Source: an optimization exercise on an open RTL-to-GDS flow (aim: small area). Production flows keep margins and buffers that such runs may drop.
The RTL was checked by simulation tests, not by an equivalence proof against the original design.
Power is estimated from default activity; no workload was simulated.

==> flow/design.v <==
`timescale 1ns / 1ps 
module data_scramler( 
    input               clk         ,
    input               ce          ,  
    input               rst_n       , 
    input               Scram_Din   ,  
    input               Scram_En    ,  
    input       [6:0]   Scram_Seed  , 
    input               Scram_Load  , 
    input               Signal_Flag_In,
    output reg          Signal_Flag_Out,
    output reg          Scram_Dout  ,
    output reg          Scram_Vld   
);
    reg     [6:0]   shift_reg;
    always@(posedge clk or negedge rst_n ) begin
        if(!rst_n) begin
            shift_reg <= 0;
            Scram_Dout <= 0;
            Scram_Vld  <= 0; 
        end
        else if (ce) begin if( Scram_Load ) begin 
            shift_reg <= Scram_Seed; 
            Scram_Vld <= 0; 
        end
        else if( Scram_En && ~Signal_Flag_In ) begin
            Scram_Dout <= shift_reg[6] + shift_reg[3] + Scram_Din;  
            Scram_Vld  <= 1; 
            shift_reg <= {shift_reg[5:0],(shift_reg[6]+shift_reg[3])};  
        end
        else if( Scram_En && Signal_Flag_In ) begin
            Scram_Dout <= Scram_Din; 
            Scram_Vld  <= 1; 
        end
        else begin  
            Scram_Vld  <= 0; 
        end
            end
    end
    always@(posedge clk or negedge rst_n ) begin
        if(!rst_n) begin 
            Signal_Flag_Out <= 0;
        end
        else if (ce) begin if( ~Signal_Flag_In ) begin 
            Signal_Flag_Out <= 0; 
        end
        else if(  Signal_Flag_In ) begin 
            Signal_Flag_Out <= 1;
        end 
            end
    end
endmodule   
`timescale 1ns / 1ps 
module data_conv_code( 
    input               clk         ,
    input               ce          ,  
    input               rst_n       , 
    input               Signal_Flag_In, 
    output reg         Signal_Flag_Out,
    input               Conv_Din   ,  
    input               Conv_En    , 
    output reg  [1:0]   Conv_Dout  ,
    output reg          Conv_Vld   
); 
    reg     [5:0]   shift_reg;
    always@(posedge clk or negedge rst_n ) begin
        if(!rst_n) begin
            shift_reg <= 0;
            Conv_Dout <= 0;
            Conv_Vld  <= 0; 
        end
        else if (ce) begin if( Conv_En ) begin
            Conv_Dout[0] <= shift_reg[5] + shift_reg[4] + shift_reg[2] + shift_reg[1] + Conv_Din; 
            Conv_Dout[1] <= shift_reg[5] + shift_reg[2] + shift_reg[1] + shift_reg[0] + Conv_Din; 
            Conv_Vld  <= 1;
            shift_reg <= {shift_reg[4:0],Conv_Din};  
        end
        else begin  
            Conv_Vld  <= 0; 
        end
            end
    end
    always@(posedge clk or negedge rst_n ) begin
        if(!rst_n) begin 
            Signal_Flag_Out <= 0;
        end
        else if (ce) begin if( Signal_Flag_In ) begin 
            Signal_Flag_Out <= 1'b1;
        end
        else if( ~Signal_Flag_In ) begin   
            Signal_Flag_Out <= 1'b0;
        end
            end
    end
endmodule   
`timescale 1ns / 1ps 
module data_puncturing( 
    input               clk            ,
    input               din_ce         , 
    input               cb_ce          , 
    input               rst_n          ,
    input   [3:0]       Rate_Con       ,
    input               Signal_Flag_In ,
    input   [1:0]       Punt_Din       ,  
    input               Punt_En        ,  
    output reg [1:0]    SymbolLen_Con  ,
    output reg          Signal_Flag_Out,
    output reg          Punt_Dout      ,
    output reg          Punt_Vld       
);
    reg [5:0]   Puncture_in;
    reg [5:0]   Puncture_reg1;
    reg [5:0]   Puncture_reg;
    reg [2:0]   Cnt_Index;  
    reg [2:0]   Cnt_Bit; 
    reg [2:0]   Cnt_Bit_Max;
    reg         Cache_Valid;
    reg         Cache_Valid_reg1; 
    reg         Cache_Valid_reg; 
    reg         Signal_Flag1,Signal_Flag2,Signal_Flag3,Signal_Flag4;
    wire [3:0]  RATE_CON ;
    assign      RATE_CON = Signal_Flag_In ? 4'b1101 : Rate_Con;
    always@(posedge clk or negedge rst_n ) begin
        if(!rst_n) begin
            Puncture_in <= 0; 
            Cnt_Index <= 0;
            Cache_Valid <= 0;
        end
        else if (din_ce) begin if( Punt_En ) begin   
            case ( RATE_CON )
			4'b1101,4'b0101,4'b1001: begin
                Puncture_in[1:0] <= Punt_Din;	 
                Cache_Valid <= 1'b1;
                Cnt_Index <= 0;
            end
            4'b1111,4'b0111,4'b1011,4'b0011: begin
                Puncture_in <= {Puncture_in[3:0],Punt_Din};	  
                if(Cnt_Index==2)  begin
                    Cnt_Index <= 0;
                    Cache_Valid <= 1'b1;
                    end
                else  begin
                    Cnt_Index <= Cnt_Index + 1'b1;
                    Cache_Valid <= 1'b0;
                  end
            end
            4'b0001: begin
                Puncture_in <= {Puncture_in[3:0],Punt_Din};			  
                if(Cnt_Index==1) begin
                    Cnt_Index <= 0;
                    Cache_Valid <= 1'b1;
                    end
                else  begin
                    Cnt_Index <= Cnt_Index + 1'b1;
                    Cache_Valid <= 1'b0;
                    end
            end  
            default:;
            endcase
        end 
        else begin
            Cache_Valid <= 1'b0;
        end
            end
    end
    always@(posedge clk or negedge rst_n ) begin
        if(!rst_n) begin
            Signal_Flag1 <= 0;
        end
        else if (din_ce) begin if( ~Signal_Flag_In ) begin
            Signal_Flag1 <= 1'b0;
        end
        else if( Signal_Flag_In ) begin
            Signal_Flag1 <= 1'b1;
        end
            end
    end
    always@(posedge clk or negedge rst_n ) begin
        if(!rst_n) begin
            Signal_Flag2 <= 0; 
            Signal_Flag3 <= 0;
            Signal_Flag4 <= 0;
            Puncture_reg <= 0; 
            Puncture_reg1 <= 0;
            Cache_Valid_reg <= 0;
            Cache_Valid_reg1 <= 0;
        end
        else if (cb_ce) begin  begin 
            Signal_Flag2 <= Signal_Flag1;
            Puncture_reg1 <= Puncture_in;
            Cache_Valid_reg1 <= Cache_Valid;
            Signal_Flag3 <= Signal_Flag2 ;
            Puncture_reg <= Puncture_reg1;
            Cache_Valid_reg <= ~Cache_Valid_reg && Cache_Valid_reg1; 
            Signal_Flag4 <= Signal_Flag3;
        end
            end
    end  
    always@( * ) begin    
        if( Signal_Flag3 || Signal_Flag4 ) begin 
            Cnt_Bit_Max <= 1;
        end
        else  begin 
            case ( RATE_CON )
			4'b1101,4'b0101,4'b1001: begin
                Cnt_Bit_Max <= 1;
            end
            4'b1111,4'b0111,4'b1011,4'b0011: begin
                Cnt_Bit_Max <= 3;
            end
            4'b0001: begin
                Cnt_Bit_Max <= 2;
            end 
            default: Cnt_Bit_Max <= 1;
            endcase
        end  
    end
    always@(posedge clk or negedge rst_n ) begin
        if(!rst_n) begin 
            Cnt_Bit <= 0; 
        end
        else if (cb_ce) begin if( Cnt_Bit>=Cnt_Bit_Max ) begin
            Cnt_Bit <= 1'b0;
        end  
        else if( Cnt_Bit>0 ) begin
            Cnt_Bit <= Cnt_Bit + 1'b1;
        end 
        else if( Cache_Valid_reg ) begin
            Cnt_Bit <= 1'b1;
        end  
            end
    end 
    always@(posedge clk or negedge rst_n ) begin
        if(!rst_n) begin
            Punt_Dout <= 0; 
            Punt_Vld <= 0; 
        end
        else if (cb_ce) begin if( Cache_Valid_reg || (Cnt_Bit>0) )  begin 
            case(Cnt_Bit_Max)
            1:begin
                case ( Cnt_Bit )
                    0: begin
                        Punt_Dout <= Puncture_reg[0];
                        Punt_Vld  <= 1'b1;
                    end
                    1: begin
                        Punt_Dout <= Puncture_reg[1];
                        Punt_Vld  <= 1'b1;
                    end
                default:;
                endcase
            end
            2:begin
                case ( Cnt_Bit )
                    0: begin
                        Punt_Dout <= Puncture_reg[0];
                        Punt_Vld  <= 1'b1;
                    end
                    1: begin
                        Punt_Dout <= Puncture_reg[1];
                        Punt_Vld  <= 1'b1;
                    end
                    2: begin
                        Punt_Dout <= Puncture_reg[2];
                        Punt_Vld  <= 1'b1;
                    end
                default:;
                endcase
            end
            3:begin
                case ( Cnt_Bit )
                    0: begin
                        Punt_Dout <= Puncture_reg[0];
                        Punt_Vld  <= 1'b1;
                    end
                    1: begin
                        Punt_Dout <= Puncture_reg[1];
                        Punt_Vld  <= 1'b1;
                    end
                    2: begin
                        Punt_Dout <= Puncture_reg[2];
                        Punt_Vld  <= 1'b1;
                    end
                    3: begin
                        Punt_Dout <= Puncture_reg[5];
                        Punt_Vld  <= 1'b1;
                    end
                default: Punt_Vld <= 0;
                endcase
            end
            default: Punt_Vld <= 0;
            endcase
        end
        else begin 
            Punt_Vld <= 1'b0;
        end
            end
    end
    always@(posedge clk or negedge rst_n ) begin
        if(!rst_n) begin
            SymbolLen_Con <= 0;   
        end
        else if (cb_ce) begin if( Signal_Flag3 || Signal_Flag4) begin 
            SymbolLen_Con <= 2'b00; 
        end
        else if( Cnt_Bit==0 ) begin 
            case ( RATE_CON )
			4'b1101,4'b1111: begin
                SymbolLen_Con <= 2'b00;   
            end
            4'b0101,4'b0111: begin
                SymbolLen_Con <= 2'b01;    
            end
            4'b1001,4'b1011: begin
                SymbolLen_Con <= 2'b10;   
            end 
            4'b0001,4'b0011: begin
                SymbolLen_Con <= 2'b11;   
            end
            default:SymbolLen_Con <= 2'b00;
            endcase
        end  
            end
    end
    always@(posedge clk or negedge rst_n ) begin
        if(!rst_n) begin
            Signal_Flag_Out <= 0;
        end
        else if (cb_ce) begin if( Signal_Flag3 || Signal_Flag4) begin 
            Signal_Flag_Out <= 1;
        end
        else begin 
            Signal_Flag_Out <= 0;
        end  
            end
    end
endmodule   
`timescale 1ns / 1ps
module sync_buffer
(
	input			clk,
	input			rst_n,
	input			ce,        
	input [1:0]		ph3,
	input			clr,
	input			wea,
	input [8:0]		addra,
	input    		dina,
	input [8:0]		addrb,
	output reg     	doutb
);
	reg			sw;
	reg [8:0]	sa;
	reg			sd;
	always @ (posedge clk or negedge rst_n)
		if (!rst_n)
			sw <= 1'b0;
		else if (ph3 == 2'd2)
			sw <= wea | clr;
	always @ (posedge clk)
		if (ph3 == 2'd2) begin
			sa <= clr ? {4'b1111, addra[4:0]} : addra;
			sd <= dina & ~clr;
		end
	wire		w_l1  = (sa[8:7] != 2'b11);
	wire		w_l2  = (sa[8:7] == 2'b11) & (sa[6:5] != 2'b11);
	wire		w_pl  = (sa[8:5] == 4'b1111);
	wire [1:0]	w_j   = w_l1 ? sa[8:7] : sa[6:5];
	wire		fire  = sw & (w_pl ? (ph3 == 2'd0) : (w_j == 2'd2 - ph3));
	wire		ring_d = sd & ~clr;
	wire [127:0] ring1_p0;
	wire [31:0]	ring2_p0;
	wire [31:0]	plain_q;
	genvar r;
	generate
		for (r = 0; r < 128; r = r + 1) begin : g_ring1
			reg [2:0]	q;    
			wire sel = fire & w_l1 & (sa[6:0] == r);
			always @ (posedge clk)
				q <= {q[1:0], (clr | sel) ? ring_d : q[2]};
			assign ring1_p0[r] = q[0];
		end
		for (r = 0; r < 32; r = r + 1) begin : g_ring2
			reg [2:0]	q;
			reg			p;    
			wire sel2 = fire & w_l2 & (sa[4:0] == r);
			wire selp = fire & w_pl & (sa[4:0] == r);
			always @ (posedge clk) begin
				q <= {q[1:0], (clr | sel2) ? ring_d : q[2]};
				if (selp)
					p <= sd;
			end
			assign ring2_p0[r] = q[0];
			assign plain_q[r]  = p;
		end
	endgenerate
	wire		r_l1 = (addrb[8:7] != 2'b11);
	wire		r_pl = (addrb[8:5] == 4'b1111);
	wire [1:0]	rj   = r_l1 ? addrb[8:7] : addrb[6:5];
	wire		x    = r_l1 ? ring1_p0[addrb[6:0]] : ring2_p0[addrb[4:0]];
	reg			rd_hold;
	always @ (posedge clk)
		if ((rj == 2'd1 && ph3 == 2'd2) || (rj == 2'd2 && ph3 == 2'd1))
			rd_hold <= x;
	always @ (posedge clk)
		if (ce)
			doutb <= r_pl ? plain_q[addrb[4:0]] :
			         (rj == 2'd0) ? x : rd_hold;
endmodule
`timescale 1ns / 1ps 
module data_interleaver
#(
    parameter   SIGNAL_INTV_TO_QAM_FRE = 4  
)(
    input               clk             ,
    input               ce              ,   
    input       [1:0]   ph3             ,   
    input               rst_n           ,
    input               Intv_Din        ,
    input               Intv_En         ,
    input       [1:0]   Intv_Con        , 
    input               Signal_Flag_In  ,
    output reg  [1:0]   Map_Type        ,
    output reg          Intv_Dout       ,
    output reg          Intv_Vld
);
    reg             i;
    reg             wea  ;
    reg     [8:0]   addra;
    reg             dina ;
    reg     [8:0]   addrb;
    wire            doutb;
    reg             clr;     
    reg     [8:0]   Cnt_Index;
    wire            Add_Cnt_Index;
    wire            End_Cnt_Index;
    reg     [8:0]   Cnt_Index_Max;
    reg     [1:0]   Intv_Con1;
    reg         Buf_A_Flag;
    reg         Buf_B_Flag;
    reg         Len_Vld;
    reg  [1:0]  Len_Con;
    reg  [8:0]  Len_M1;
    wire        Cnt_Bit_Last;
    reg         Signal_Flag_Reg;
    reg             Back_12Bits;
    reg     [3:0]   Cnt_Bit_12;
    reg     [8:0]   Cnt_Bit;
    reg [2:0]   Signal_Interval_Time;
    reg [5:0]   Signal_Bit_Cnt;
    localparam  N_48 =2'b00,
                N_96 =2'b01,
                N_192=2'b10,
                N_288=2'b11;
    always@( * ) begin
        case ( Len_Con )
        N_48 :  Len_M1 = 47;
        N_96 :  Len_M1 = 95;
        N_192:  Len_M1 = 191;
        default:Len_M1 = 287;
        endcase
    end
    assign Cnt_Bit_Last = Len_Vld && (Cnt_Bit == Len_M1);
    wire   Sig_Bit_Last = Len_Vld && (Signal_Bit_Cnt >= Len_M1);
    always@(posedge clk or negedge rst_n ) begin
        if(!rst_n) begin
            Cnt_Index   <= 0;
        end
        else if (ce) begin if( End_Cnt_Index ) begin
            Cnt_Index <= 0;
        end
        else if( Add_Cnt_Index ) begin
            Cnt_Index <= Cnt_Index + 1'b1;
        end
            end
    end
    assign Add_Cnt_Index = Intv_En;
    assign End_Cnt_Index = Add_Cnt_Index &&( Cnt_Index == Cnt_Index_Max-1);
    always@( * ) begin
        case ( Intv_Con )
        N_48 :  Cnt_Index_Max = 48;
        N_96 :  Cnt_Index_Max = 96;
        N_192:  Cnt_Index_Max = 192;
        default:Cnt_Index_Max = 288;
        endcase
    end
    reg [8:0] wr_addr;
    always@( * ) begin
        case(Intv_Con)
        N_48 : wr_addr = Cnt_Index[3:0] + (Cnt_Index[3:0]<<1) + Cnt_Index[8:4];
        N_96 : wr_addr = (Cnt_Index[3:0]<<1)  + (Cnt_Index[3:0]<<2) + Cnt_Index[8:4];
        N_192: wr_addr = (Cnt_Index[3:0]<<3)  + (Cnt_Index[3:0]<<2) + Cnt_Index[8:4];
        default: wr_addr = (Cnt_Index[3:0]<<4)  + (Cnt_Index[3:0]<<1) + Cnt_Index[8:4];
        endcase
    end
    always@(posedge clk or negedge rst_n ) begin
        if(!rst_n) begin
            clr   <= 1;
            wea   <= 0;
            addra <= 0;
            dina  <= 0;
            i <= 0;
        end
        else if (clr) begin
            if (ce) begin
                addra[5:0] <= addra[5:0] + 1'b1;
                if (addra[5:0] == 6'd63) clr <= 0;
            end
        end
        else if (ce) begin if( Add_Cnt_Index ) begin
            wea   <= 1;
            addra <= i ? wr_addr + 9'd288 : wr_addr;
            dina  <= Intv_Din;
            if(End_Cnt_Index)  i <= ~i;
        end
        else begin
            wea <= 0;
        end
            end
    end
    sync_buffer  spram(
	    .clk            (clk            )  ,
	    .rst_n          (rst_n          )  ,
	    .ce             (ce             )  ,
	    .ph3            (ph3            )  ,
	    .clr            (clr            )  ,
	    .wea            (wea            )  ,
	    .addra          (addra          )  ,
	    .dina           (dina           )  ,
	    .addrb          (addrb          )  ,
	    .doutb          (doutb          )
    );
    always@(posedge clk or negedge rst_n ) begin
        if(!rst_n) begin
            Buf_A_Flag   <= 0;
        end
        else if (ce) begin if( Buf_A_Flag && Cnt_Bit_Last ) begin
            Buf_A_Flag <= 0;
        end
        else if( End_Cnt_Index && (i==0) ) begin
            Buf_A_Flag <= 1;
        end
            end
    end
    always@(posedge clk or negedge rst_n ) begin
        if(!rst_n) begin
            Buf_B_Flag   <= 0;
        end
        else if (ce) begin if( Buf_B_Flag && Cnt_Bit_Last ) begin
            Buf_B_Flag <= 0;
        end
        else if( End_Cnt_Index && (i==1) ) begin
            Buf_B_Flag <= 1;
        end
            end
    end
    always@(posedge clk or negedge rst_n ) begin
        if(!rst_n) begin
            Signal_Flag_Reg <=0;
            Len_Vld <= 0;
            Len_Con <= 0;
        end
        else if (ce) begin if( Signal_Flag_Reg && (Signal_Bit_Cnt>=48-1 )&&(Signal_Interval_Time>=SIGNAL_INTV_TO_QAM_FRE-1 ) ) begin
            Signal_Flag_Reg <= 0;
        end
        else if( End_Cnt_Index    ) begin
            Signal_Flag_Reg <= Signal_Flag_In;
            Len_Vld <= 1;
            Len_Con <= Intv_Con;
        end
            end
    end
    always@(posedge clk or negedge rst_n ) begin
        if(!rst_n) begin
            Intv_Con1 <= 0;
        end
        else if (ce) begin if( End_Cnt_Index  ) begin
            Intv_Con1 <= Intv_Con ;
        end
            end
    end
    always@(posedge clk or negedge rst_n ) begin
        if(!rst_n) begin
            Signal_Interval_Time <= 0;
        end
        else if (ce) begin if( Signal_Flag_Reg  ) begin
             if( (Signal_Interval_Time>=SIGNAL_INTV_TO_QAM_FRE-1 ) )  begin
                Signal_Interval_Time  <= 0 ;
            end
            else begin
                Signal_Interval_Time <= Signal_Interval_Time + 1'b1;
            end
        end
            end
    end
    always@(posedge clk or negedge rst_n ) begin
        if(!rst_n) begin
            Signal_Bit_Cnt <= 0;
        end
        else if (ce) begin if( Signal_Flag_Reg &&(Signal_Interval_Time>=SIGNAL_INTV_TO_QAM_FRE-1)    ) begin
             if( Sig_Bit_Last )  begin
                Signal_Bit_Cnt  <= 0 ;
            end
            else begin
                Signal_Bit_Cnt <= Signal_Bit_Cnt + 1'b1;
            end
        end
            end
    end
    always@(posedge clk or negedge rst_n ) begin
        if(!rst_n) begin
            Cnt_Bit   <= 0;
            Back_12Bits <= 0;
            Cnt_Bit_12 <= 0;
        end
        else if (ce) begin if( Buf_A_Flag || Buf_B_Flag ) begin
            begin
                if( Cnt_Bit_Last )
                    Cnt_Bit <= 0;
                else
                    Cnt_Bit <= Cnt_Bit + 1'b1;
            end
            begin
                if( (Back_12Bits==1)&& Cnt_Bit_12==11)
                    Back_12Bits <= 1'b0;
                else if( Cnt_Bit_12==11 )
                    Back_12Bits <=  1'b1;
                end
            begin
                if( Cnt_Bit_12==11)
                    Cnt_Bit_12 <= 0;
                else
                    Cnt_Bit_12 <= Cnt_Bit_12 + 1'b1;
            end
        end
            end
    end
    wire [8:0] rd_bit = Back_12Bits ? {Cnt_Bit[8:2], ~Cnt_Bit[1], Cnt_Bit[0]} : Cnt_Bit;
    reg  Rd_Buf_Vld;
     always@(posedge clk or negedge rst_n ) begin
        if(!rst_n) begin
            addrb <= 0;
            Rd_Buf_Vld <= 0;
        end
        else if (ce) begin if( (Buf_A_Flag || Buf_B_Flag) && ~Signal_Flag_Reg )  begin
            Rd_Buf_Vld <= 1'b1;
            addrb <= Buf_A_Flag ? rd_bit : rd_bit + 9'd288;
        end
        else if( Signal_Flag_Reg && ((Signal_Interval_Time>=SIGNAL_INTV_TO_QAM_FRE-1 )) ) begin
            addrb <= Signal_Bit_Cnt;
            Rd_Buf_Vld <= 1;
        end
        else begin
            Rd_Buf_Vld <= 0;
        end
            end
    end
    always@(posedge clk or negedge rst_n ) begin
        if(!rst_n) begin
            Intv_Vld  <= 0;
        end
        else if (ce) begin if( Rd_Buf_Vld ) begin
            Intv_Vld  <= 1'b1 ;
        end
        else    begin
            Intv_Vld  <= 1'b0 ;
        end
            end
    end
    always@(posedge clk)
        if (ce)
            Intv_Dout <= doutb;
    always@(posedge clk or negedge rst_n ) begin
        if(!rst_n) begin
            Map_Type <= 0;
        end
        else if (ce) begin if((Buf_B_Flag || Buf_A_Flag) &&(Cnt_Bit==0)) begin
            Map_Type <= Intv_Con1 ;
        end
            end
    end
endmodule
 `timescale 1ns / 1ps 
module data_maping(
    input               clk         ,
    input               cb_ce       , 
    input               ce          ,  
    input               rst_n       ,
    input               Tx_Clr      ,
    input  [1:0]        Map_Type    ,
    input               Qam16_Din   ,
    input               Qam16_En    ,
    output reg  [6:0]   Qam16_Code  ,
    output reg          Qam16_Vld   ,
    output reg  [5:0]   Index_Out
);
    reg   [5:0]     Map_Bits;
    reg   [6:0]     Map_Code_Reg;
    reg             Map_Bits_Vld_80M;
    wire            Map_Vld_80M_20M;
    reg   [2:0]     Cnt_Bits_Max;
    reg   [2:0]     Cnt_Bits;
    wire            Add_Cnt_Bits;
    wire            End_Cnt_Bits;
    reg             Map_Bits_Vld_20M;
    reg   [6:0]     Map_Code_20M;
    always@(posedge clk or negedge rst_n ) begin
        if(!rst_n) begin
            Cnt_Bits <= 0;
        end
        else if (cb_ce) begin if( Tx_Clr ) begin
            Cnt_Bits <= 0;
        end
        else if( End_Cnt_Bits ) begin
            Cnt_Bits <= 0;
        end
        else if( Add_Cnt_Bits ) begin
            Cnt_Bits <= Cnt_Bits + 1'b1;
        end
            end
    end
    assign Add_Cnt_Bits = Qam16_En;
    assign End_Cnt_Bits = Add_Cnt_Bits &&(Cnt_Bits==Cnt_Bits_Max-1);
    always@( * ) begin
       case(Map_Type)
            2'b00:Cnt_Bits_Max = 1;  
            2'b01:Cnt_Bits_Max = 2;  
            2'b10:Cnt_Bits_Max = 4;  
            default:Cnt_Bits_Max = 6;  
       endcase
    end
    always@(posedge clk or negedge rst_n ) begin
        if(!rst_n) begin
            Map_Bits <= 0;
        end
        else if (cb_ce) begin if( Add_Cnt_Bits && (Cnt_Bits < Cnt_Bits_Max) ) begin
            Map_Bits[Cnt_Bits] <= Qam16_Din;
        end
            end
    end
    wire [6:0] Map_Code;
    assign Map_Code[6]   = (Map_Type == 2'b11);
    assign Map_Code[5]   = (Map_Type == 2'b11) ? Map_Bits[5] : (Map_Type == 2'b10);
    assign Map_Code[4]   = (Map_Type == 2'b11) ? Map_Bits[4] : (Map_Type == 2'b01);
    assign Map_Code[3]   = Map_Type[1] ? Map_Bits[3] : ~Map_Type[0];
    assign Map_Code[2:0] = Map_Bits[2:0];
    always@(posedge clk or negedge rst_n ) begin
        if(!rst_n) begin
            Map_Bits_Vld_80M <= 0;
        end
        else if (cb_ce) begin if(  End_Cnt_Bits  ) begin
            Map_Bits_Vld_80M <= 1'b1;
        end
        else begin
            Map_Bits_Vld_80M <= 1'b0;
        end
            end
    end
    reg  Map_Bits_Vld_80M1,Map_Bits_Vld_80M2,Map_Bits_Vld_80M3;
    always@(posedge clk or negedge rst_n ) begin
        if(!rst_n) begin
            Map_Bits_Vld_80M1 <= 0;
            Map_Bits_Vld_80M2 <= 0;
            Map_Bits_Vld_80M3 <= 0;
        end
        else if (cb_ce) begin  begin
            Map_Bits_Vld_80M1 <= Map_Bits_Vld_80M;
            Map_Bits_Vld_80M2 <= Map_Bits_Vld_80M1;
            Map_Bits_Vld_80M3 <= Map_Bits_Vld_80M2;
        end
            end
    end
    assign Map_Vld_80M_20M = Map_Bits_Vld_80M3 || Map_Bits_Vld_80M2 || Map_Bits_Vld_80M1 || Map_Bits_Vld_80M;
    always@(posedge clk) begin
        if (cb_ce && End_Cnt_Bits)
            Map_Code_Reg <= Map_Code;
        if (ce && Map_Vld_80M_20M)
            Map_Code_20M <= Map_Code_Reg;
    end
    always@(posedge clk or negedge rst_n ) begin
        if(!rst_n) begin
            Map_Bits_Vld_20M <= 0;
        end
        else if (ce) begin if(  Map_Vld_80M_20M  ) begin
            Map_Bits_Vld_20M <= 1'b1;
        end
        else begin
            Map_Bits_Vld_20M <= 1'b0;
        end
            end
    end
    always@(posedge clk) begin
        if (ce && !Tx_Clr && Map_Bits_Vld_20M)
            Qam16_Code <= Map_Code_20M;
    end
    always@(posedge clk or negedge rst_n ) begin
        if(!rst_n) begin
            Qam16_Vld <= 0;
            Index_Out <= 6'b111_111;
        end
        else if (ce) begin if( Tx_Clr ) begin
            Qam16_Vld <= 0;
            Index_Out <= 6'b111_111;
        end
        else if( Map_Bits_Vld_20M ) begin
            Qam16_Vld <= 1;
            Index_Out <= Index_Out + 1;
        end
        else   begin
            Qam16_Vld  <= 0;
            Index_Out <= 6'b111_111;
        end
            end
    end
endmodule
`timescale 1ns / 1ps 
module spram_128
(
	input			clk,
	input			rst_n,
	input			ce,
	input [1:0]		ph3,       
	input [1:0]		ph4,       
	input			wea,
	input			wh,
	input [5:0]		wa,
	input [6:0] 	dina,
	input			web,
	input [6:0]		addrb,
	output reg [6:0] 	doutb
);
	localparam [5:0] A0 = 6'd48, P7 = 6'd49, P21 = 6'd50, P43 = 6'd51, P57 = 6'd52;
	wire [6:0]	pl_code [0:7];
	wire [6:0]	a0_code [0:1];
	genvar h, p;
	generate
		for (h = 0; h < 2; h = h + 1) begin : g_half
			for (p = 0; p < 4; p = p + 1) begin : g_pil
				localparam [5:0] PA = (p == 0) ? 6'd7 : (p == 1) ? 6'd21 : (p == 2) ? 6'd43 : 6'd57;
				localparam [6:0] PADDR = 64 * h + PA;
				reg pv, ps;
				wire sa = ce & wea & (wh == h) & (wa == P7 + p);
				wire sb = ce & web & (addrb == PADDR);
				always @ (posedge clk) begin
					if (sa | sb)
						pv <= sa;
					if (sa)
						ps <= dina[0];
				end
				assign pl_code[4*h+p] = {3'b000, pv, 2'b00, ps};
			end
			localparam [6:0] A0ADDR = 64 * h;
			reg [6:0] a0;
			wire e0 = ce & (web ? (addrb == A0ADDR) : (wea & (wh == h) & (wa == A0)));
			always @ (posedge clk)
				if (e0)
					a0 <= web ? 7'b0 : dina;
			assign a0_code[h] = a0;
		end
	endgenerate
	reg			sw;
	reg			sh;
	reg [5:0]	sn;
	reg [6:0]	sd;
	wire		ph11 = (ph3 == 2'd2) & (ph4 == 2'd3);
	always @ (posedge clk or negedge rst_n)
		if (!rst_n)
			sw <= 1'b0;
		else if (ph11)
			sw <= wea & (wa < 6'd48);
	always @ (posedge clk)
		if (ph11) begin
			sh <= wh;
			sn <= wa;
			sd <= dina;
		end
	wire		fire   = sw & (ph3 == 2'd2 - sn[5:4]) & (ph4 == ~sn[1:0]);
	wire [6:0]	ring_d = web ? 7'b0 : sd;
	wire [6:0]	ring_p0 [0:7];
	genvar r;
	generate
		for (r = 0; r < 8; r = r + 1) begin : g_ring
			localparam [2:0] RID = r;    
			reg [83:0] q;    
			wire sel = web | (fire & ({sh, sn[3:2]} == RID));
			always @ (posedge clk)
				q <= {q[76:0], sel ? ring_d : q[83:77]};
			assign ring_p0[r] = q[6:0];
		end
	endgenerate
	reg [5:0]	rd_idx;
	always @ (*) begin
		case (addrb[5:0])
			6'd1: rd_idx = 6'd24;
			6'd2: rd_idx = 6'd25;
			6'd3: rd_idx = 6'd26;
			6'd4: rd_idx = 6'd27;
			6'd5: rd_idx = 6'd28;
			6'd6: rd_idx = 6'd29;
			6'd8: rd_idx = 6'd30;
			6'd9: rd_idx = 6'd31;
			6'd10: rd_idx = 6'd32;
			6'd11: rd_idx = 6'd33;
			6'd12: rd_idx = 6'd34;
			6'd13: rd_idx = 6'd35;
			6'd14: rd_idx = 6'd36;
			6'd15: rd_idx = 6'd37;
			6'd16: rd_idx = 6'd38;
			6'd17: rd_idx = 6'd39;
			6'd18: rd_idx = 6'd40;
			6'd19: rd_idx = 6'd41;
			6'd20: rd_idx = 6'd42;
			6'd22: rd_idx = 6'd43;
			6'd23: rd_idx = 6'd44;
			6'd24: rd_idx = 6'd45;
			6'd25: rd_idx = 6'd46;
			6'd26: rd_idx = 6'd47;
			6'd38: rd_idx = 6'd0;
			6'd39: rd_idx = 6'd1;
			6'd40: rd_idx = 6'd2;
			6'd41: rd_idx = 6'd3;
			6'd42: rd_idx = 6'd4;
			6'd44: rd_idx = 6'd5;
			6'd45: rd_idx = 6'd6;
			6'd46: rd_idx = 6'd7;
			6'd47: rd_idx = 6'd8;
			6'd48: rd_idx = 6'd9;
			6'd49: rd_idx = 6'd10;
			6'd50: rd_idx = 6'd11;
			6'd51: rd_idx = 6'd12;
			6'd52: rd_idx = 6'd13;
			6'd53: rd_idx = 6'd14;
			6'd54: rd_idx = 6'd15;
			6'd55: rd_idx = 6'd16;
			6'd56: rd_idx = 6'd17;
			6'd58: rd_idx = 6'd18;
			6'd59: rd_idx = 6'd19;
			6'd60: rd_idx = 6'd20;
			6'd61: rd_idx = 6'd21;
			6'd62: rd_idx = 6'd22;
			6'd63: rd_idx = 6'd23;
			default: rd_idx = 6'd63;
		endcase
	end
	wire		rd_data = (rd_idx != 6'd63);
	wire		rd_pil  = (addrb[5:0] == 6'd7) | (addrb[5:0] == 6'd21) | (addrb[5:0] == 6'd43) | (addrb[5:0] == 6'd57);
	wire [1:0]	rd_pn   = (addrb[5:0] == 6'd7) ? 2'd0 : (addrb[5:0] == 6'd21) ? 2'd1 : (addrb[5:0] == 6'd43) ? 2'd2 : 2'd3;
	wire [6:0]	x = ring_p0[{addrb[6], rd_idx[3:2]}];
	reg  [6:0]	rd_hold;
	always @ (posedge clk)
		if ((ph3 == 2'd3 - rd_idx[5:4] || (rd_idx[5:4] == 2'd0 && ph3 == 2'd0)) && (ph4 == 2'd0 - rd_idx[1:0]))
			rd_hold <= x;
	always @ (posedge clk)
		if (ce)
			doutb <= rd_data ? ((rd_idx[5:4] == 2'd0 && rd_idx[1:0] == 2'd0) ? x : rd_hold) :
			         rd_pil  ? pl_code[{addrb[6], rd_pn}] :
			         (addrb[5:0] == 6'd0) ? a0_code[addrb[6]] : 7'b0;
endmodule
`timescale 1ns / 1ps 
module data_pilot(
    input               clk         ,
    input               ce          ,  
    input       [1:0]   ph3         ,  
    input       [1:0]   ph4         ,  
    input               rst_n       ,
    input       [6:0]   Pilot_Din   ,   
    input               Pilot_En    ,
    input       [5:0]   Pilot_Index  ,
    input               pilot_start ,
    output      [7:0]   Pilot_DoutRe      ,
    output      [7:0]   Pilot_DoutIm      ,
    output reg          Pilot_Vld
);
    reg             Re_wea   ;
    reg     [6:0]   Re_dina  ;
    reg             wen_out  ;
    reg     [6:0]   out_addr ;
    wire    [6:0]   Code_doutb ;
    reg Pilot_En1;
    reg Pilot_En2;
    wire wr_done;
    always@(posedge clk  or negedge rst_n ) begin
        if(!rst_n) begin
            Pilot_En1 <= 0;
            Pilot_En2 <= 0;
        end
        else if (ce) begin  begin
            Pilot_En1 <= Pilot_En;
            Pilot_En2 <= Pilot_En1;
        end
            end
    end
    assign wr_done = Pilot_En1 && ~Pilot_En;
    reg     [6:0]   shift_reg;
    wire            scram_out ;
    always@(posedge clk or negedge rst_n ) begin
        if(!rst_n) begin
            shift_reg <= 7'b111_1111;
        end
        else if (ce) begin if( pilot_start ) begin
            shift_reg <= 7'b111_1111;
        end
        else if( wr_done  ) begin
            shift_reg <= {shift_reg[5:0],(shift_reg[6]+shift_reg[3])};
        end
            end
    end
    assign scram_out = (shift_reg[6]+shift_reg[3]);
    reg             cnt_symbol;    
    reg             insert;
    localparam [5:0] A0 = 6'd48, P7 = 6'd49, P21 = 6'd50, P43 = 6'd51, P57 = 6'd52;
    reg             Re_h;
    reg     [5:0]   Re_a;
    always@(posedge clk or negedge rst_n ) begin
        if(!rst_n) begin
            Re_h <= 0;
            Re_a <= A0;
            Re_wea <= 0;
        end
        else if (ce) begin if( Pilot_En ) begin
            Re_h <= cnt_symbol;
            Re_a <= (Pilot_Index < 6'd48) ? Pilot_Index : A0;
            Re_wea <= 1;
        end
        else  if( insert ) begin
            case(Re_a)
                A0  :begin
                    Re_a <= P7;
                    Re_wea <= 1;
                end
                P7  :begin
                    Re_a <= P21;
                    Re_wea <= 1;
                end
                P21 : begin
                    Re_a <= P43;
                    Re_wea <= 1;
                end
                P43 :begin
                    Re_a <= P57;
                    Re_wea <= 1;
                end
            default: begin
                    Re_a <= A0;
                    Re_wea <= 0;
            end
            endcase
        end
        else  begin
            Re_h <= cnt_symbol;
            Re_a <= A0;
            Re_wea <= 0;
        end
            end
    end
    always@(posedge clk) begin
        if (ce) begin
            if (Pilot_En)
                Re_dina <= Pilot_Din;
            else
                Re_dina <= {6'b000100, (Re_a == P7) ? scram_out : ~scram_out};
        end
    end
    always@(posedge clk or negedge rst_n ) begin
        if(!rst_n) begin
            insert <= 1;
        end
        else if (ce) begin if( Re_a==P57 ) begin
            insert <= 0;
        end
        else if( wr_done || pilot_start ) begin
            insert <= 1;
        end
            end
    end
    always@(posedge clk or negedge rst_n ) begin
        if(!rst_n) begin
            cnt_symbol <= 0;
        end
        else if (ce) begin if( pilot_start ) begin
            cnt_symbol <= 0;
        end
        else if( wr_done ) begin
            cnt_symbol <= ~cnt_symbol;
        end
            end
    end
    reg   initialize ;
    always@(posedge clk or negedge rst_n ) begin
        if(!rst_n) begin
            initialize  <= 1;
        end
        else if (ce) begin if( out_addr==127 ) begin
            initialize <= 0 ;
        end
            end
    end
    reg  rdy,rdy1;
    always@(posedge clk or negedge rst_n ) begin
        if(!rst_n) begin
            rdy  <= 0;
        end
        else if (ce) begin if( out_addr[5:0]==63  ) begin
            rdy <= 0;
        end
        else if( ~Pilot_En &&  Pilot_En2  ) begin
            rdy <= 1;
        end
            end
    end
    always@(posedge clk or negedge rst_n ) begin
        if(!rst_n) begin
            wen_out  <= 0;
            out_addr <= 0;
        end
        else if (ce) begin if( initialize ) begin
            out_addr <= out_addr + 1;
            wen_out <= 1;
        end
        else if( rdy ) begin
            out_addr <= out_addr + 1;
            wen_out <= 0;
        end
        else begin
            wen_out <= 0;
        end
            end
    end
    always@(posedge clk or negedge rst_n ) begin
        if(!rst_n) begin
            rdy1  <= 0;
        end
        else if (ce) begin
            rdy1  <= rdy;
        end
    end
    reg [6:0] Dout_Code;
    always@(posedge clk) begin
        if (ce)
            Dout_Code <= Code_doutb;
    end
    always@(posedge clk or negedge rst_n ) begin
        if(!rst_n) begin
            Pilot_Vld <= 0;
        end
        else if (ce) begin
            Pilot_Vld <= rdy1;
        end
    end
    function automatic [7:0] lvl64(input [2:0] b);
        case (b)
            3'b000: lvl64 = 8'b1011_1011;
            3'b001: lvl64 = 8'b1100_1111;
            3'b011: lvl64 = 8'b1110_0011;
            3'b010: lvl64 = 8'b1111_0111;
            3'b110: lvl64 = 8'b0100_0101;
            3'b111: lvl64 = 8'b0011_0001;
            3'b101: lvl64 = 8'b0001_1101;
            default: lvl64 = 8'b0000_1001;
        endcase
    endfunction
    function automatic [7:0] lvl16(input [1:0] b);
        case (b)
            2'b00: lvl16 = 8'b11000011;
            2'b10: lvl16 = 8'b11101100;
            2'b01: lvl16 = 8'b00111101;
            default: lvl16 = 8'b00010100;
        endcase
    endfunction
    reg [7:0] dec_re, dec_im;
    always@( * ) begin
        if (Dout_Code[6]) begin
            dec_re = lvl64(Dout_Code[2:0]);
            dec_im = lvl64(Dout_Code[5:3]);
        end else if (Dout_Code[5]) begin
            dec_re = lvl16(Dout_Code[1:0]);
            dec_im = lvl16(Dout_Code[3:2]);
        end else if (Dout_Code[4]) begin
            dec_re = Dout_Code[0] ? 8'b0010_1101 : 8'b1101_0011;
            dec_im = Dout_Code[1] ? 8'b0010_1101 : 8'b1101_0011;
        end else if (Dout_Code[3]) begin
            dec_re = Dout_Code[0] ? 8'b0100_0000 : 8'b1100_0000;
            dec_im = 8'b0;
        end else begin
            dec_re = 8'b0;
            dec_im = 8'b0;
        end
    end
    assign Pilot_DoutRe = dec_re;
    assign Pilot_DoutIm = dec_im;
    spram_128  spram_code(
	    .clk            (clk          )  ,
	    .rst_n          (rst_n        )  ,
	    .ce             (ce           )  ,
	    .ph3            (ph3          )  ,
	    .ph4            (ph4          )  ,
	    .wea            (Re_wea       )  ,
	    .wh             (Re_h         )  ,
	    .wa             (Re_a         )  ,
	    .dina           (Re_dina      )  ,
	    .web            (wen_out      )  ,
	    .addrb          (out_addr     )  ,
	    .doutb          (Code_doutb   )
    );
endmodule
`timescale 1ns / 1ps 
module   OFDM_Data_Modem
    #(
        parameter  SIGNAL_INTV_TO_QAM_FRE = 4
    )(  
    input               clk         , 
    input               rst_n       ,
    input               Tx_Clr      ,
    input [3:0]         Rate_Con    , 
    input               Signal_Flag ,
    input [6:0]         Scram_Seed  ,
    input               Data_Bit    ,
    input               Data_Bit_Vld,
    output[7:0]         Dout_Re     ,
    output[7:0]         Dout_Im     ,
    output              Dout_Vld      
);              
    reg  [1:0]  P3;
    reg  [1:0]  P4;
    always@(posedge clk or negedge rst_n ) begin
        if(!rst_n) begin
            P3 <= 0;
            P4 <= 0;
        end
        else begin
            P3 <= (P3 == 2) ? 2'd0 : P3 + 1'b1;
            P4 <= P4 + 1'b1;
        end
    end
    wire din_ce = (P4 == 0);
    wire cb_ce  = (P3 == 0);
    wire sys_ce = (P3 == 0) && (P4 == 0);
    wire        Scram_Din   ;
    wire        Scram_En    ;
    wire        Scram_Dout  ;
    wire        Scram_Vld   ;
    wire        Signal_Scram_Out;
    assign Scram_Din = Data_Bit;
    assign Scram_En = Data_Bit_Vld ;
    data_scramler  u_scram(   
        .clk                (clk                ),
        .ce                 (din_ce             ),
        .rst_n              (rst_n              ), 
        .Scram_Din          (Scram_Din          ), 
        .Scram_En           (Scram_En           ), 
        .Scram_Seed         (Scram_Seed         ), 
        .Scram_Load         (Tx_Clr             ), 
        .Signal_Flag_In     (Signal_Flag        ),
        .Signal_Flag_Out    (Signal_Scram_Out   ),    
        .Scram_Dout         (Scram_Dout         ),
        .Scram_Vld          (Scram_Vld          ) 
    );
    wire        Conv_Din   ;
    wire        Conv_En    ;
    wire [1:0]  Conv_Dout  ;
    wire        Conv_Vld   ;
    wire        Signal_Conv_Out;
    assign Conv_Din = Scram_Dout;
    assign Conv_En  = Scram_Vld ;
    data_conv_code u_conv( 
        .clk                (clk                ),
        .ce                 (din_ce             ),  
        .rst_n              (rst_n              ),  
        .Conv_Din           (Conv_Din           ),  
        .Signal_Flag_In     (Signal_Scram_Out   ),
        .Signal_Flag_Out    (Signal_Conv_Out    ),
        .Conv_En            (Conv_En            ), 
        .Conv_Dout          (Conv_Dout          ),
        .Conv_Vld           (Conv_Vld           ) 
    );
    wire [1:0]  Punt_Din ;
    wire        Punt_En  ;
    wire        Punt_Dout;
    wire        Punt_Vld ;
    wire        Signal_Punt_Out;
    wire  [1:0] SymbolLen_Con;
    assign Punt_Din = Conv_Dout ;
    assign Punt_En  = Conv_Vld  ;
    data_puncturing  u_punt( 
        .clk                (clk                ),
        .din_ce             (din_ce             ), 
        .cb_ce              (cb_ce              ),  
        .rst_n              (rst_n              ) , 
        .Rate_Con           (Rate_Con           ),
        .Signal_Flag_In     (Signal_Conv_Out    ),
        .SymbolLen_Con      (SymbolLen_Con      ),
        .Signal_Flag_Out    (Signal_Punt_Out    ),
        .Punt_Din           (Punt_Din           ),  
        .Punt_En            (Punt_En            ),  
        .Punt_Dout          (Punt_Dout          ),
        .Punt_Vld           (Punt_Vld           )
    );
    wire        Intv_Din ;
    wire        Intv_En  ;
    wire        Intv_Dout;
    wire        Intv_Vld ;
    wire [1:0]  Map_Type;
    assign Intv_Din = Punt_Dout;
    assign Intv_En  = Punt_Vld ;
    data_interleaver 
    #(
        .SIGNAL_INTV_TO_QAM_FRE(SIGNAL_INTV_TO_QAM_FRE)
    )
    u_intv( 
        .clk                (clk                ),
        .ce                 (cb_ce              ), 
        .ph3                (P3                 ),
        .rst_n              (rst_n              ), 
        .Intv_Con           (SymbolLen_Con      ), 
        .Signal_Flag_In     (Signal_Punt_Out    ), 
        .Map_Type           (Map_Type           ), 
        .Intv_Din           (Intv_Din           ), 
        .Intv_En            (Intv_En            ), 
        .Intv_Dout          (Intv_Dout          ), 
        .Intv_Vld           (Intv_Vld           )
    );
    wire        Qam16_Din;
    wire        Qam16_En ;
    wire [6:0]  Qam16_Code;
    wire        Qam16_Vld;
    wire [5:0]  Index_Out;
    assign Qam16_Din = Intv_Dout;
    assign Qam16_En  = Intv_Vld ;
    data_maping u_Qam16(
        .cb_ce              (cb_ce              ),
        .clk                (clk                ),
        .ce                 (sys_ce             ),
        .Tx_Clr             (Tx_Clr             ),
        .rst_n              (rst_n              ),
        .Map_Type           (Map_Type           ),
        .Qam16_Din          (Qam16_Din          ),
        .Qam16_En           (Qam16_En           ),
        .Index_Out          (Index_Out          ),
        .Qam16_Code         (Qam16_Code         ),
        .Qam16_Vld          (Qam16_Vld          )
    );
    data_pilot  u_pilot(
        .clk                (clk                ),
        .ce                 (sys_ce             ),
        .ph3                (P3                 ),
        .ph4                (P4                 ),
        .rst_n              (rst_n              ) ,
        .Pilot_Index        (Index_Out          ) ,
        .Pilot_Din          (Qam16_Code         ) ,
        .Pilot_En           (Qam16_Vld          ) ,
        .pilot_start        (Tx_Clr             ) ,
        .Pilot_DoutRe       (Dout_Re            ) ,
        .Pilot_DoutIm       (Dout_Im            ) ,
        .Pilot_Vld          (Dout_Vld           )
    );
endmodule          
==> flow/run.sh <==
#!/bin/bash
# synth_recipe.tcl (not shown) runs the flow's synth.tcl, then flattens the netlist and writes it again
# the make line also repeats each setting of config.mk as NAME=value (left out here)
make -C /OpenROAD-flow-scripts/flow DESIGN_CONFIG=/design/flow/config.mk WORK_HOME=/design/flow/orfs CLKGATE_MAP_FILE= SYNTH_SCRIPT=/design/flow/synth_recipe.tcl finish
==> flow/config.mk <==
export PLATFORM = sky130hd
export DESIGN_NAME = OFDM_Data_Modem
export DESIGN_NICKNAME = OFDM_Data_Modem
export VERILOG_FILES = /design/flow/design.v
export SDC_FILE = /design/flow/constraint.sdc
export NUM_CORES = 4
export LEC_CHECK = 0
export CAP_MARGIN = 20
export CORE_MARGIN = 2
export CORE_UTILIZATION = 60
export CTS_BUF_LIST = sky130_fd_sc_hd__clkbuf_8
export CTS_CLUSTER_DIAMETER = 60
export CTS_CLUSTER_SIZE = 15
export SLEW_MARGIN = 20
==> flow/constraint.sdc <==
create_clock -name core_clock -period 5.0 [get_ports {clk}]
set_input_delay 1.0000 -clock core_clock [delete_from_list [all_inputs] [get_ports {clk}]]
set_output_delay 1.0000 -clock core_clock [all_outputs]
set_load 0.01 [all_outputs]
==> results.py, run 1 <==
metrics = {
    "cells_and_area": {
        "final_common_cell": "dfxtp_1",
        "fin_util_pct": 64.73,
        "finalNonFillerCells": 4779,
        "top_register": "u_pilot.spram_code.g_ring.q",
        "top_regs": "u_pilot.spram_code.g_ring.q (672), u_intv.spram.g_ring1.q (384), u_intv.spram.g_ring2.q (96)",
        "nFillCells": 5841,
        "fin_nets": 3828,
        "fin_area_sq_mm": 0.04924,
        "final_cell_mix": "dfxtp_1, nor2_1, nand2_1",
        "register_area_sq_mm": 0.03162,
        "drive_gt1_share_pct": 8.700,
        "area_growth_pct": 6.708,
        "multi_input_area_sq_mm": 0.01349,
        "largest_register_ffs": 672,
    },
    "global_routing": {
        "grt_pass1_wl_mm": 147.8,
        "grt_pass1_vias": 26580,
        "antenna_found_initial": 2,
        "track_usage_pct": 23.69,
        "grt-ovfl-total": 0,
        "grt_start_max_net_pins": 101,
    },
    "synth": {
        "netlist_area_sq_mm": 0.04615,
        "synth_edf_count": 138,
        "synthesis.instances": 3713,
        "yosysWarnings": 9,
        "yosysTopAreaCellShare_pct": 49.97,
        "ys_types": 86,
        "synth_fp_nets": 3836,
        "ys.flop_type": "dfxtp_1",
        "synth_async_sr_flop_share_pct": 11.95,
        "yosysTopAreaCell": "dfxtp_1",
        "ys_ff_latch": 1465,
        "netlist_top_cells_area": "dfxtp_1, edfxtp_1, dfrtp_1, mux2i_1, nor2_1",
        "seq_area_frac_synth_pct": 68.49,
        "avgSynthCellArea_sq_um": 12.43,
    },
    "route": {
        "drt_iter0_markers": 1649,
        "drt-pass1-iter-count": 6,
        "vias_per_cell": 5.535,
        "routed_wl_mm": 92.63,
        "drc": 0,
        "vias": 26450,
        "post_drt_wl_per_cell_um": 19.38,
        "detail-route-antenna-nets": 0,
    },
    "power_and_ir_drop": {
        "finalPower_mw": 19.14,
        "ir_drop_v": 0.0002459,
        "p_leak_nw": 19.04,
        "power_density_mw_per_mm2": 388.7,
    },
    "sta": {
        "final_hold_viol_count": 0,
        "finalSetupViolCount": 0,
        "slew_headroom_pct": 20.80,
        "clock_skew_ps": 59.65,
        "final.period_utilization_pct": 84.37,
        "worstMarginPinSlew_ps": 1184,
        "tns_ps": 0,
        "drv_slew": 0,
        "worst_slack_ps": 781.4,
        "whs_ps": 292.7,
        "period_needed_ps": 4219,
        "max_freq_ghz": 0.2370,
        "grt_setup_unrepaired": "false",
    },
    "cts": {
        "cts_made_buffers": 114,
        "clockRootBuffer": "clkbuf_8",
        "cts_setup_buffers": 0,
        "cts.sinks": 1465,
        "cts_max_path_buffers": 3,
        "cts.htree.levels": 3,
        "clk_latency_ps": 790,
        "postCtsResizedCells": 0,
        "cts_tree": "yes",
        "clkSlewWorstSetupHoldPaths_ps": 90,
        "hold_buffers": 0,
    },
    "die": {
        "core-area_sq_mm": 0.07608,
        "start_util_pct": 60.66,
        "fp.dieW_um": 281.3,
        "ioPinCount": 34,
        "row_count": 101,
        "die_y_um": 281.3,
        "fp.dieArea_sq_mm": 0.07915,
    },
    "place": {
        "port_buffers": 33,
        "dp.cells": 4619,
        "place_congestion": 0.8536,
        "dp_hpwl_mm": 59.87,
        "dpl_worst_slack_ps": 967.4,
        "dpl-instance-area_sq_mm": 0.04732,
    },
    "flow_run": {
        "cap_violations": 0,
    },
    "setup_path": {
        "start_kind": "flop",
        "cp.arrival_ps": 3220,
        "crit_path_end_kind": "output port",
        "r2r_slack_ps": 1000,
        "rr_worst_depth": 15,
        "cp-endpoint": "Dout_Im[7]",
        "r2r_end": "u_intv.addra[7]",
        "crit_type": "flop to output port",
        "path_max_fanout": 8,
        "crit_start": "u_pilot.Dout_Code[3]",
        "r2r-start": "u_intv.Cnt_Index[2]",
        "cp.required_ps": 4000,
    },
    "outcome": {
        "status": "no timing/DRC/antenna violations",
    },
    "min_path": {
        "hp-start": "u_pilot.spram_code.g_ring[2].q[70]",
        "hp-class": "flop to flop",
    },
}
==> power breakdown <==
group          switching [mW]  internal, mW
sequential              0.166          12.0
combinational           0.635         0.472
clock                    3.64          2.23
==> worst max-delay path, cell delays in order, from the launching register on <==
cell	delay, ps
edfxtp_1	520
inv_1	260
ha_1	250
nor4_1	70
o21ai_0	240
nand2_1	110
nor3_1	310
or3_1	170
clkdlybuf4s50_1	530
==> how the worst min path moves through the flow <==
stage	end	cells past startpoint
3_3_place_gp	u_pilot.spram_code.g_ring[4].q[51]	0
2_1_floorplan	u_intv.spram.g_ring1[0].q[2]	0
3_5_place_dp	u_pilot.spram_code.g_ring[3].q[14]	0
5_1_grt	u_pilot.spram_code.g_ring[3].q[77]	0
6_report	u_pilot.spram_code.g_ring[2].q[77]	0
4_1_cts	u_pilot.spram_code.g_ring[3].q[77]	0
==> synthesized netlist by cell type, drive strengths merged, types with 14 or more instances <==
cell,instances
a21oi,114
a31oi,14
and2,23
buf,47
clkbuf,147
dfrtp,157
dfstp,18
dfxtp,1152
edfxtp,138
ha,100
inv,79
mux2,59
mux2i,184
mux4,44
nand2,257
nand2b,33
nand3,75
nand4,22
nor2,357
nor2b,37
nor3,86
o21ai,153
o22a,19
o22ai,23
o311ai,35
o31ai,15
o41ai,38
or2,14
or3,15
xnor2,44
xor2,25
==> metal layers <==
metal,track usage [%],wire [um]
met2,39.89,44920
met4,8.402,3045
met3,3.116,3793
met1,31.68,40870
met5,0,0
==> cell families after synthesis <==
kind of cell / count (synthesis) / share of synthesized area [%]
buffers and inverters: 275 / 2.334
AND/OR/NAND/NOR: 974 / 9.593
flip-flops: 1465 / 68.49
adder cells (fa/ha/maj): 106 / 2.972
multiplexers: 287 / 7.594
AO/OA/AOI/OAI: 537 / 7.705
XOR/XNOR: 69 / 1.310
==> cell type report <==
type / count / area share, %
Tap cell: 1030 / 2.617
Sequential cell: 1465 / 64.21
Inverter: 81 / 0.6174
Multi-Input combinational cell: 1973 / 27.39
Timing Repair Buffer: 70 / 1.263
Clock buffer: 115 / 3.214
Clock inverter: 43 / 0.6860
Antenna cell: 2 / 0.01016
==> run 2: changes to the inputs <==
--- a/flow/design.v
+++ b/flow/design.v
@@ -344,3 +344,3 @@
 	input [1:0]		ph3,
-	input			clr,
+	input			clr,       
 	input			wea,
@@ -361,4 +361,4 @@
 		if (ph3 == 2'd2) begin
-			sa <= clr ? {4'b1111, addra[4:0]} : addra;
-			sd <= dina & ~clr;
+			sa <= addra;
+			sd <= dina;
 		end
@@ -369,3 +369,2 @@
 	wire		fire  = sw & (w_pl ? (ph3 == 2'd0) : (w_j == 2'd2 - ph3));
-	wire		ring_d = sd & ~clr;
 	wire [127:0] ring1_p0;
@@ -379,3 +378,3 @@
 			always @ (posedge clk)
-				q <= {q[1:0], (clr | sel) ? ring_d : q[2]};
+				q <= {q[1:0], sel ? sd : q[2]};
 			assign ring1_p0[r] = q[0];
@@ -388,3 +387,3 @@
 			always @ (posedge clk) begin
-				q <= {q[1:0], (clr | sel2) ? ring_d : q[2]};
+				q <= {q[1:0], sel2 ? sd : q[2]};
 				if (selp)
@@ -504,5 +503,5 @@
         else if (clr) begin
-            if (ce) begin
-                addra[5:0] <= addra[5:0] + 1'b1;
-                if (addra[5:0] == 6'd63) clr <= 0;
+            if (ph3 == 2'd2) begin
+                addra <= addra + 1'b1;
+                if (addra == 9'd511) clr <= 0;
             end
--- a/flow/config.mk
+++ b/flow/config.mk
@@ -9,3 +9,3 @@
 export CORE_MARGIN = 2
-export CORE_UTILIZATION = 60
+export CORE_UTILIZATION = 75
 export CTS_BUF_LIST = sky130_fd_sc_hd__clkbuf_8
==> run 2 against run 1 <==
Effect of this change:
- total power is 0.26% lower
- cell count is 9.2% lower
- critical path depth stayed put
- sequential share of layout area is 1.2 points higher
- sequential power hardly changed
- sequential cell count stayed put
- via count is 2.6% lower
- clock skew is 4.6 ps higher
- critical endpoint unchanged
- largest power group unchanged
==> results.py, run 2 <==
metrics = {
    "global_routing": {
        "grt_pass1_vias": 26960,
        "antenna_found_initial": 2,
        "grt-ovfl-total": 0,
        "grt_pass1_wl_mm": 147.5,
        "grt_start_max_net_pins": 193,
        "track_usage_pct": 29.80,
    },
    "route": {
        "drc": 0,
        "routed_wl_mm": 92.93,
        "vias": 25760,
        "vias_per_cell": 5.939,
        "detail-route-antenna-nets": 0,
        "drt_iter0_markers": 2286,
        "post_drt_wl_per_cell_um": 21.42,
        "drt-pass1-iter-count": 6,
    },
    "setup_path": {
        "rr_worst_depth": 14,
        "start_kind": "flop",
        "crit_path_end_kind": "output port",
        "path_max_fanout": 8,
        "crit_type": "flop to output port",
        "cp.arrival_ps": 3400,
        "cp.required_ps": 4000,
    },
    "synth": {
        "ys.flop_type": "dfxtp_1",
        "yosysTopAreaCellShare_pct": 50.51,
        "synth_compound_area_share_pct": 5.709,
        "yosysTopAreaCell": "dfxtp_1",
        "ys_types": 93,
        "synth_top_family_by_area": "multiplexers",
        "synth_fp_nets": 3609,
        "synth_async_sr_flop_share_pct": 11.95,
        "synth_fa_ha_area_share_pct": 3.004,
        "synth_mux_area_share_pct": 10.10,
        "synth_edf_count": 138,
        "avgSynthCellArea_sq_um": 13.10,
        "synth-xor-area-share_pct": 1.266,
        "ys_ff_latch": 1465,
        "synthesis.instances": 3486,
        "synth_common_cells": "dfxtp_1, nand2_1, nor2_1",
        "yosys.area_share.simple_pct": 8.646,
        "netlist_area_sq_mm": 0.04566,
        "synth_most_common_cell": "dfxtp_1",
        "yosysWarnings": 9,
        "netlist_top_cells_area": "dfxtp_1, edfxtp_1, dfrtp_1, mux2_2, ha_1",
        "seq_area_frac_synth_pct": 69.23,
    },
    "power_and_ir_drop": {
        "p_sw_mw": 4.477,
        "switching_share_pct": 23.45,
        "p_seq_share_pct": 64.1,
        "pwr-share-comb_pct": 6.3,
        "power_frac_clock_pct": 29.6,
        "finalPower_mw": 19.09,
        "p_leak_nw": 19.30,
        "ir_drop_v": 0.0003316,
        "power_density_mw_per_mm2": 394.7,
        "p_int_mw": 14.61,
    },
    "sta": {
        "worstMarginPinSlew_ps": 1101,
        "final.period_utilization_pct": 87.95,
        "final_hold_viol_count": 0,
        "finalSetupViolCount": 0,
        "clock_skew_ps": 64.24,
        "slew_headroom_pct": 26.22,
        "drv_slew": 0,
        "grt_setup_unrepaired": "false",
        "max_freq_ghz": 0.2274,
        "tns_ps": 0,
        "period_needed_ps": 4397,
    },
    "cts": {
        "clockRootBuffer": "clkbuf_8",
        "hold_buffers": 0,
        "clk_latency_ps": 770,
        "clkSlewWorstSetupHoldPaths_ps": 90,
        "postCtsResizedCells": 0,
        "cts_setup_buffers": 0,
        "cts.htree.levels": 3,
        "cts.sinks": 1465,
        "cts_max_path_buffers": 3,
        "cts_made_buffers": 109,
        "cts_tree": "yes",
    },
    "die": {
        "start_util_pct": 75.78,
        "fp.dieArea_sq_mm": 0.06286,
        "die_y_um": 250.7,
        "ioPinCount": 34,
        "row_count": 90,
        "core-area_sq_mm": 0.06025,
        "fp.dieW_um": 250.7,
    },
    "place": {
        "place_congestion": 0.8772,
        "port_buffers": 33,
        "dp_hpwl_mm": 59.10,
        "dp.cells": 4185,
    },
    "min_path": {
        "hp-class": "primary input to asynchronous set/reset pin",
    },
    "cells_and_area": {
        "finalNonFillerCells": 4338,
        "final_cell_mix": "dfxtp_1, nand2_1, nor2_1",
        "final_common_cell": "dfxtp_1",
        "top_register": "u_pilot.spram_code.g_ring.q",
        "largest_register_ffs": 672,
        "area_growth_pct": 5.936,
        "nFillCells": 3126,
        "drive_gt1_share_pct": 12.30,
        "top_regs": "u_pilot.spram_code.g_ring.q (672), u_intv.spram.g_ring1.q (384), u_intv.spram.g_ring2.q (96)",
        "fin_util_pct": 80.28,
        "fin_nets": 3637,
    },
    "outcome": {
        "status": "no timing/DRC/antenna violations",
    },
    "flow_run": {
        "cap_violations": 0,
    },
}
run 2: changes by cell type after synthesis, moves of 21 or more:
cell / before / now
o21ai_0: 146 / 98
o311ai_0: 35 / 0
nand3_1: 75 / 54
a21oi_1: 114 / 72
o41ai_1: 38 / 4
mux2i_1: 184 / 117
mux2_1: 0 / 23
nor2_1: 356 / 276
mux2_2: 57 / 186
nor3_1: 85 / 26
clkbuf_1: 147 / 93
nand2_1: 257 / 314
run 2: final cells by class:
type / instances / area, sq um / area share, %
well taps: 782 / 978.4 / 2.023
flip-flops and latches: 1465 / 31610 / 65.36
clock inverters: 41 / 254.0 / 0.5252
diodes: 2 / 5.005 / 0.01035
clock buffers: 110 / 1514 / 3.130
inverters: 83 / 311.5 / 0.6442
repair buffers: 57 / 549.3 / 1.136
multi-input cells: 1798 / 13140 / 27.17
run 2: layer usage:
| layer | track usage, % | up-vias | part of all wire [%] |
|---|---|---|---|
| li1 | - | 11920 | - |
| met1 | 38.78 | 12740 | 42 |
| met2 | 51.55 | 881 | 50 |
| met3 | 3.866 | 225 | 4.7 |
| met4 | 10.95 | 0 | 3.4 |
| met5 | 0 | - | 0 |
run 2: metrics by stage:
stage / hold WS [ps] / area, sq um / setup WS, ps
floorplan: 309.6 / 45660 / 1268
global placement: 309.8 / 46590 / 1055
detailed placement: 312.1 / 46590 / 1046
CTS: 274.6 / 48360 / 592.9
global route: 301.0 / 48370 / 372.2
finish: 266.8 / 48370 / 602.7
run 2: worst max-delay path, cell delays in order, from the launching register on:
cell and delay (ps):
edfxtp_1 540, inv_1 290, ha_1 280, nor3_1 90, o21ai_0 240, nand2_1 120, o31ai_1 370, nand2b_1 170
clkdlybuf4s50_1 530
run 2: path summary, 6_finish.rpt:
path                                                end                    startpoint  slack, ps
setup / recovery                             Dout_Im[7]          u_pilot.Dout_Code[3]        600
hold / removal                      u_pilot.out_addr[0]                         rst_n        270
setup reg to reg                        u_intv.addra[6]           u_intv.Cnt_Index[0]        980
hold reg to reg            u_intv.spram.g_ring2[2].q[2]  u_intv.spram.g_ring2[2].q[1]        300
max in group asynchronous           u_intv.Cnt_Index[1]                         rst_n       3710
min in group core_clock    u_intv.spram.g_ring2[2].q[2]  u_intv.spram.g_ring2[2].q[1]        300
run 2: power by group through the flow:
stage	sequential, mW	clock [mW]	combinational, mW
floorplan	12.4	0	0.886
global placement	12.5	0	1.16
detailed placement	12.5	0	1.19
CTS	12.2	5.72	1.20
global route	12.3	6.12	1.34
finish	12.2	5.65	1.20
run 2: cells by family after synthesis:
kind of cell,Yosys count
AOI/OAI and AO/OA,385
buffers and inverters,223
muxes,374
xor gates and xnor gates,66
and+or+nand+nor,867
DFF,1465
adders and majority gates,106
==> run 3: changes to the inputs <==
--- a/flow/config.mk
+++ b/flow/config.mk
@@ -9,3 +9,3 @@
 export CORE_MARGIN = 2
-export CORE_UTILIZATION = 75
+export CORE_UTILIZATION = 60
 export CTS_BUF_LIST = sky130_fd_sc_hd__clkbuf_8
==> run 3 against run 2 <==
Effect of this change:
- critical path depth unchanged
- die area rose by 25%
- combinational power is essentially flat
- count of clock-buffer cells in the layout is 3 higher
- total power rose by 1.3%
- worst hold slack improved by 43 ps
- global-route usage fell by 7.8 points
- via count is 4.0% lower
==> results.py, run 3 <==
metrics = {
    "route": {
        "drt-pass1-iter-count": 5,
        "drt_iter0_markers": 1590,
        "post_drt_wl_per_cell_um": 18.85,
        "drc": 0,
        "vias": 24740,
        "routed_wl_mm": 85.62,
        "detail-route-antenna-nets": 0,
        "vias_per_cell": 5.446,
    },
    "synth": {
        "yosysWarnings": 9,
        "yosysTopAreaCellShare_pct": 50.51,
        "yosysTopAreaCell": "dfxtp_1",
        "synth_common_cells": "dfxtp_1, nand2_1, nor2_1",
        "synthesis.instances": 3486,
        "synth_most_common_cell": "dfxtp_1",
        "netlist_area_sq_mm": 0.04566,
        "synth_edf_count": 138,
        "netlist_top_cells_area": "dfxtp_1, edfxtp_1, dfrtp_1, mux2_2, ha_1",
        "ys_types": 93,
        "avgSynthCellArea_sq_um": 13.10,
        "ys_ff_latch": 1465,
        "synth_fp_nets": 3609,
        "synth_async_sr_flop_share_pct": 11.95,
        "seq_area_frac_synth_pct": 69.23,
        "ys.flop_type": "dfxtp_1",
    },
    "die": {
        "fp.dieArea_sq_mm": 0.07831,
        "fp.dieW_um": 279.8,
        "die_y_um": 279.8,
        "start_util_pct": 60.31,
        "core-area_sq_mm": 0.07570,
        "ioPinCount": 34,
        "row_count": 101,
    },
    "place": {
        "dpl-instance-area_sq_mm": 0.04685,
        "dp.cells": 4383,
        "dpl_worst_slack_ps": 1018,
        "dp_hpwl_mm": 56.09,
        "port_buffers": 33,
        "place_congestion": 0.8697,
    },
    "global_routing": {
        "grt_pass1_vias": 25010,
        "track_usage_pct": 22.01,
        "antenna_found_initial": 1,
        "grt_start_max_net_pins": 193,
        "grt_pass1_wl_mm": 136.8,
        "grt-ovfl-total": 0,
    },
    "setup_path": {
        "crit_path_end_kind": "output port",
        "path_max_fanout": 11,
        "crit_chain": "inv_1 > ha_1 > nor3_1 > o21ai_0 > nand2_1 > a211o_1 > o21ai_0 > clkdlybuf4s50_1",
        "cp.required_ps": 4000,
        "slowest_delay_ps": 580,
        "path_common_cell": "o21ai_0",
        "rr_worst_depth": 14,
        "slowest_stage": "clkdlybuf4s50_1",
        "cp.arrival_ps": 3280,
        "start_kind": "flop",
        "crit_type": "flop to output port",
    },
    "cts": {
        "clkSlewWorstSetupHoldPaths_ps": 80,
        "clockRootBuffer": "clkbuf_8",
        "cts.htree.levels": 3,
        "cts_setup_buffers": 0,
        "clk_latency_ps": 790,
        "postCtsResizedCells": 0,
        "cts_max_path_buffers": 3,
        "cts_tree": "yes",
        "cts.sinks": 1465,
        "hold_buffers": 0,
        "cts_made_buffers": 112,
    },
    "sta": {
        "period_needed_ps": 4276,
        "slew_headroom_pct": 36.19,
        "tns_ps": 0,
        "grt_setup_unrepaired": "false",
        "finalSetupViolCount": 0,
        "worst_slack_ps": 723.5,
        "max_freq_ghz": 0.2338,
        "final.period_utilization_pct": 85.53,
        "drv_slew": 0,
        "clock_skew_ps": 35.03,
        "worstMarginPinSlew_ps": 949.8,
        "whs_ps": 309.5,
        "final_hold_viol_count": 0,
    },
    "cells_and_area": {
        "fin_util_pct": 64.50,
        "drive_gt1_share_pct": 12.63,
        "fin_nets": 3643,
        "top_regs": "u_pilot.spram_code.g_ring.q (672), u_intv.spram.g_ring1.q (384), u_intv.spram.g_ring2.q (96)",
        "area_growth_pct": 6.942,
        "final_cell_mix": "dfxtp_1, nand2_1, nor2_1",
        "largest_register_ffs": 672,
        "final_common_cell": "dfxtp_1",
        "top_register": "u_pilot.spram_code.g_ring.q",
        "fin_area_sq_mm": 0.04882,
        "finalNonFillerCells": 4542,
    },
    "power_and_ir_drop": {
        "finalPower_mw": 19.33,
        "p_leak_nw": 19.40,
        "switching_share_pct": 23.21,
        "power_density_mw_per_mm2": 395.9,
        "pwr-share-comb_pct": 6.1,
        "p_int_mw": 14.84,
        "power_frac_clock_pct": 30.6,
        "p_sw_mw": 4.487,
        "ir_drop_v": 0.0002998,
        "p_seq_share_pct": 63.3,
    },
    "min_path": {
        "hold_depth": 0,
        "hp-class": "flop to flop",
    },
    "flow_run": {
        "cap_violations": 0,
    },
    "outcome": {
        "status": "no timing/DRC/antenna violations",
    },
}
[run 3: critical path: cells and delay by family, from the launching register on]
| kind | cells | cell delay [ps] |
|---|---|---|
| flops | 1 | 560 |
| fa+ha+maj | 1 | 280 |
| buf+inv | 2 | 810 |
| compound gates | 3 | 660 |
| simple gates | 2 | 200 |
[run 3: final timing paths]
check | from | slack, ps | to
setup / recovery | u_pilot.Dout_Code[0] | 720 | Dout_Re[7]
hold / removal | u_pilot.spram_code.g_ring[7].q[42] | 310 | u_pilot.spram_code.g_ring[7].q[49]
setup reg to reg | u_intv.Cnt_Index[2] | 1000 | u_intv.addra[7]
hold reg to reg | u_pilot.spram_code.g_ring[7].q[42] | 310 | u_pilot.spram_code.g_ring[7].q[49]
max in group asynchronous | rst_n | 3720 | u_intv.clr
min in group asynchronous | rst_n | 330 | u_scram.shift_reg[4]
[run 3: layout make-up]
type                       count  area [sq um]
multi-input combinational   1798         13140
fill                        5717         26870
clock buffer                 113          1555
sequential                  1465         31610
tap                          978          1224
antenna                        2         5.005
inverter                      83         311.5
clock inverter                43         401.6
timing repair buffer          60         574.3
[run 3: per-layer routing]
metal  track usage, %  part of all wire, %
met4            6.870                  2.7
met2            36.30                   48
met5                0                    0
met1            30.33                   47
met3            3.061                  2.9
[run 3: power by group through the flow]
stage	registers (mW)	logic (mW)	clock network, mW
2_1_floorplan	12.4	0.886	0
3_3_place_gp	12.5	1.17	0
3_5_place_dp	12.5	1.19	0
4_1_cts	12.2	1.19	6.11
5_1_grt	12.3	1.34	6.54
6_report	12.2	1.18	5.91
[run 3: kinds of logic after synthesis]
logic type / Yosys count / share of synthesized area, %
flops: 1465 / 69.23
simple gates: 867 / 8.646
compound gates: 385 / 5.709
mux: 374 / 10.10
buf+inv: 223 / 2.047
fa+ha+maj: 106 / 3.004
xor+xnor: 66 / 1.266

[afterwards: timing with drivers on the ports]
The flow's constraints put no driver on any port. The routed layouts listed below were extracted and timed again, unchanged, in two steps.
Step 1 sets driving cells, clkbuf_16 on the clock port and buf_2 on the other inputs (assumed; they add their load-dependent delay and slew).
Step 2 moves the port delays by t, midway between the first and last clock arrival at a register: inputs arrive t later, outputs are due t later. That takes back most of the time a late clock gives input paths.
a / b / c = ideal ports / drivers / drivers and shift; a / b = the first two.
run	t, ns	setup slack, ns	worst slew at a driven data input, ns
run 1	0.825	0.781 / 0.717 / 0.996	0.04
run 2	0.803	0.603 / 0.538 / 0.981	0.04
run 3	0.834	0.724 / 0.664 / 0.995	0.04
After both steps setup and hold are still met in every run listed.
